What follows belongs to an exercise in optimizing a design on an open flow for small area and a short achievable clock period; a production flow would make more cautious choices.
In this exercise RTL edits were held to simulation tests only and were not proved equivalent to the original.
Power figures rest on the tool's default switching activity, not on a simulated workload.

==> module sorting_network, before the edit <==
module sorting_network #(
  parameter int NUMBER_WIDTH   = 10,
  parameter int NUMBERS_AMOUNT = 10
)(
  input                                                 clk_i,
  input                                                 rst_i,
  input  [NUMBERS_AMOUNT - 1 : 0][NUMBER_WIDTH - 1 : 0] data_i,
  input                                                 data_valid_i,
  output [NUMBERS_AMOUNT - 1 : 0][NUMBER_WIDTH - 1 : 0] data_o,
  output                                                data_valid_o
);
localparam int N = NUMBERS_AMOUNT;
localparam int W = NUMBER_WIDTH;
function automatic logic gt_f( input logic [W - 1 : 0] a, input logic [W - 1 : 0] b );
  logic c;
  c = 1'b0;
  for( int i = 0; i < W; i++ )
    c = ( a[i] & ~b[i] ) | ( a[i] & c ) | ( ~b[i] & c );
  gt_f = c;
endfunction
function automatic logic [3 : 0] csa9_f( input logic [8 : 0] b );
  logic [2 : 0] s, c;
  logic         w1, w2a, w2b, w4;
  for( int g = 0; g < 3; g++ )
    begin
      s[g] = b[3 * g] ^ b[3 * g + 1] ^ b[3 * g + 2];
      c[g] = ( b[3 * g] & b[3 * g + 1] ) | ( b[3 * g] & b[3 * g + 2] ) | ( b[3 * g + 1] & b[3 * g + 2] );
    end
  w1  = s[0] ^ s[1] ^ s[2];
  w2a = ( s[0] & s[1] ) | ( s[0] & s[2] ) | ( s[1] & s[2] );
  w2b = c[0] ^ c[1] ^ c[2];
  w4  = ( c[0] & c[1] ) | ( c[0] & c[2] ) | ( c[1] & c[2] );
  csa9_f = { w4, w2b, w2a, w1 };
endfunction
function automatic logic [9 : 0] dec_f( input logic [3 : 0] r );
  logic [4 : 0] m;
  m[0] = ~r[3] & ~r[2] & ~r[1];
  m[1] = ~r[3] & ( r[2] ^ r[1] );
  m[2] = ( ~r[3] & r[2] & r[1] ) | ( r[3] & ~r[2] & ~r[1] );
  m[3] = r[3] & ( r[2] ^ r[1] );
  m[4] = r[3] & r[2] & r[1];
  for( int k = 0; k < 10; k++ )
    dec_f[k] = m[k / 2] & ( r[0] == k[0] );
endfunction
logic [N - 1 : 0][N - 1 : 0]  gt;
logic [N - 1 : 0][8 : 0]      votes;
logic [N - 1 : 0][3 : 0]      rank;
logic [N - 1 : 0][9 : 0]      sel;
logic [N - 1 : 0][W - 1 : 0]  sorted;
logic [N - 1 : 0][W - 1 : 0]  data_q1;
logic [N - 1 : 0][W - 1 : 0]  data_q2;
logic [N - 1 : 0][W - 1 : 0]  sorted_q;
logic [N - 1 : 0][N - 1 : 0]  gt_q;
logic [N - 1 : 0][3 : 0]      rank_q;
logic [2 : 0]                 valid_d;
always_comb
  begin
    gt = '0;
    for( int i = 0; i < N; i++ )
      for( int j = i + 1; j < N; j++ )
        gt[i][j] = gt_f( data_i[i], data_i[j] );
  end
always_comb
  for( int i = 0; i < N; i++ )
    begin
      for( int j = 0; j < N - 1; j++ )
        votes[i][j] = ( j < i ) ? !gt_q[j][i] : gt_q[i][j + 1];
      rank[i] = csa9_f( votes[i] );
    end
always_comb
  for( int k = 0; k < N; k++ )
    begin
      sorted[k] = '0;
      for( int i = 0; i < N; i++ )
        begin
          sel[i]    = dec_f( rank_q[i] );
          sorted[k] = sorted[k] | ( data_q2[i] & {W{sel[i][k]}} );
        end
    end
always_ff @( posedge clk_i )
  begin
    data_q1  <= data_i;
    for( int i = 0; i < N; i++ )
      for( int j = i + 1; j < N; j++ )
        gt_q[i][j] <= gt[i][j];
    data_q2  <= data_q1;
    rank_q   <= rank;
    sorted_q <= sorted;
  end
always_ff @( posedge clk_i, posedge rst_i )
  if( rst_i )
    valid_d <= '0;
  else
    valid_d <= { valid_d[1 : 0], data_valid_i };
assign data_o       = sorted_q;
assign data_valid_o = valid_d[2];
endmodule
==> flow/config.mk <==
export PLATFORM = sky130hd
export DESIGN_NAME = sorting_network_top
export DESIGN_NICKNAME = sorting_network_top
export VERILOG_FILES = /design/flow/design.v
export SDC_FILE = /design/flow/constraint.sdc
export NUM_CORES = 4
export LEC_CHECK = 0
export CAP_MARGIN = 20
export CORE_MARGIN = 2
export CORE_UTILIZATION = 40
export CTS_CLUSTER_DIAMETER = 100
export CTS_CLUSTER_SIZE = 20
export SETUP_SLACK_MARGIN = 2.9
export SLEW_MARGIN = 20
==> flow/constraint.sdc <==
create_clock -name core_clock -period 5.0 [get_ports {clk_i}]
set_input_delay 1.0000 -clock core_clock [delete_from_list [all_inputs] [get_ports {clk_i}]]
set_output_delay 1.0000 -clock core_clock [all_outputs]
set_load 0.01 [all_outputs]
standard.sh (not shown) runs the stock make flow with config.mk's settings and CLKGATE_MAP_FILE= SYNTH_SCRIPT=/design/flow/synth_recipe.tcl, a recipe that flattens the netlist after the stock synthesis.
==> flow/flow/run.sh <==
#!/bin/bash
# The standard layout (the standard.sh: ORFS synthesis through finish), with these
# changes to how ORFS builds it:
#  - port buffers: buf_4 on every input, buf_2 on every output (flow/pre_gpl.tcl), instead
#    of the delay-cell footprint that buffer_ports picks by default,
#  - timing repair may resize cells across footprints (MATCH_CELL_FOOTPRINT=0), and
#  - the pins are placed with inputs on the left edge and outputs on the right (flow/io.tcl).
# Every tool's output goes to ORFS's own logs; make's output goes to flow_make.log here.
set -euo pipefail
bash standard.sh MATCH_CELL_FOOTPRINT=0 \
  "PRE_GLOBAL_PLACE_TCL=$PWD/flow/pre_gpl.tcl" \
  "BUFFER_PORTS_ARGS=-inputs -buffer_cell sky130_fd_sc_hd__buf_4" \
  "IO_CONSTRAINTS=$PWD/flow/io.tcl" finish > flow_make.log 2>&1
==> flow/flow/io.tcl <==
# Pin placement: every input on the left edge, every output on the right edge, so the
# pipeline runs from left to right and the all-pairs comparators sit near their inputs.
set_io_pin_constraint -direction INPUT -region left:*
set_io_pin_constraint -direction OUTPUT -region right:*
==> flow/flow/pre_gpl.tcl <==
# Output ports get buf_2 buffers (the standard buffer_ports call that follows then buffers
# the inputs only, with the cell BUFFER_PORTS_ARGS names).
buffer_ports -outputs -buffer_cell sky130_fd_sc_hd__buf_2
==> next run, changes <==
--- a/flow/design.v
+++ b/flow/design.v
@@ -53,26 +53,25 @@
   w4  = ( c[0] & c[1] ) | ( c[0] & c[2] ) | ( c[1] & c[2] );
   csa9_f = { w4, w2b, w2a, w1 };
 endfunction
-function automatic logic [9 : 0] dec_f( input logic [3 : 0] r );
+function automatic logic [5 : 0] half_f( input logic [3 : 0] r );
   logic [4 : 0] m;
   m[0] = ~r[3] & ~r[2] & ~r[1];
   m[1] = ~r[3] & ( r[2] ^ r[1] );
   m[2] = ( ~r[3] & r[2] & r[1] ) | ( r[3] & ~r[2] & ~r[1] );
   m[3] = r[3] & ( r[2] ^ r[1] );
   m[4] = r[3] & r[2] & r[1];
-  for( int k = 0; k < 10; k++ )
-    dec_f[k] = m[k / 2] & ( r[0] == k[0] );
+  half_f = { m, r[0] };
 endfunction
 logic [N - 1 : 0][N - 1 : 0]  gt;
 logic [N - 1 : 0][8 : 0]      votes;
-logic [N - 1 : 0][3 : 0]      rank;
+logic [N - 1 : 0][5 : 0]      rank;
 logic [N - 1 : 0][9 : 0]      sel;
 logic [N - 1 : 0][W - 1 : 0]  sorted;
 logic [N - 1 : 0][W - 1 : 0]  data_q1;
 logic [N - 1 : 0][W - 1 : 0]  data_q2;
 logic [N - 1 : 0][W - 1 : 0]  sorted_q;
 logic [N - 1 : 0][N - 1 : 0]  gt_q;
-logic [N - 1 : 0][3 : 0]      rank_q;
+logic [N - 1 : 0][5 : 0]      rank_q;
 logic [2 : 0]                 valid_d;
 always_comb
   begin
@@ -86,7 +85,7 @@
     begin
       for( int j = 0; j < N - 1; j++ )
         votes[i][j] = ( j < i ) ? !gt_q[j][i] : gt_q[i][j + 1];
-      rank[i] = csa9_f( votes[i] );
+      rank[i] = half_f( csa9_f( votes[i] ) );
     end
 always_comb
   for( int k = 0; k < N; k++ )
@@ -94,7 +93,8 @@
       sorted[k] = '0;
       for( int i = 0; i < N; i++ )
         begin
-          sel[i]    = dec_f( rank_q[i] );
+          for( int m = 0; m < N; m++ )
+            sel[i][m] = rank_q[i][1 + m / 2] & ( rank_q[i][0] == m[0] );
           sorted[k] = sorted[k] | ( data_q2[i] & {W{sel[i][k]}} );
         end
     end
Sequential power stays flat. Maximum frequency fell by about 2.3%. Die area rose by 3.4%. Final area stays flat. Clock power rose by about 3%. Worst hold slack got worse by 0.019 ns. Flip-flop and latch count rose by 20. Non-clock buffer count fell by 43. Clock-buffer cell count is unchanged. Global-route usage fell by 0.22 points. Critical path depth stays the same. First-iteration DRC count rose by about 7%. Final cell count rose by about 2.4%.

-- static timing again, ports no longer ideal --
No port has a modelled driver above. Below, the same layouts with a new extraction and two added sets of constraints.
Step 1 assumes that a clkbuf_16 drives the clock port and a buf_2 every other input.
Step 2 also shifts input and output timing later by t, the mid clock arrival at the registers, as if the neighbouring blocks saw the same clock.
a / b / c = ideal ports / drivers / drivers and shift; a / b = the first two.
| run | shift t [ns] | slack for setup (ns) | worst setup path at the end |
|---|---|---|---|
| the first run | 0.639 | 2.805 / 2.804 / 2.165 | input to register |
| the second run | 0.669 | 2.754 / 2.794 / 2.125 | input to register |
After both steps setup and hold are still met in every run listed. The setup slack of the first run, which loses most, moves by -0.001 ns with the drivers and by -0.640 ns with both steps.
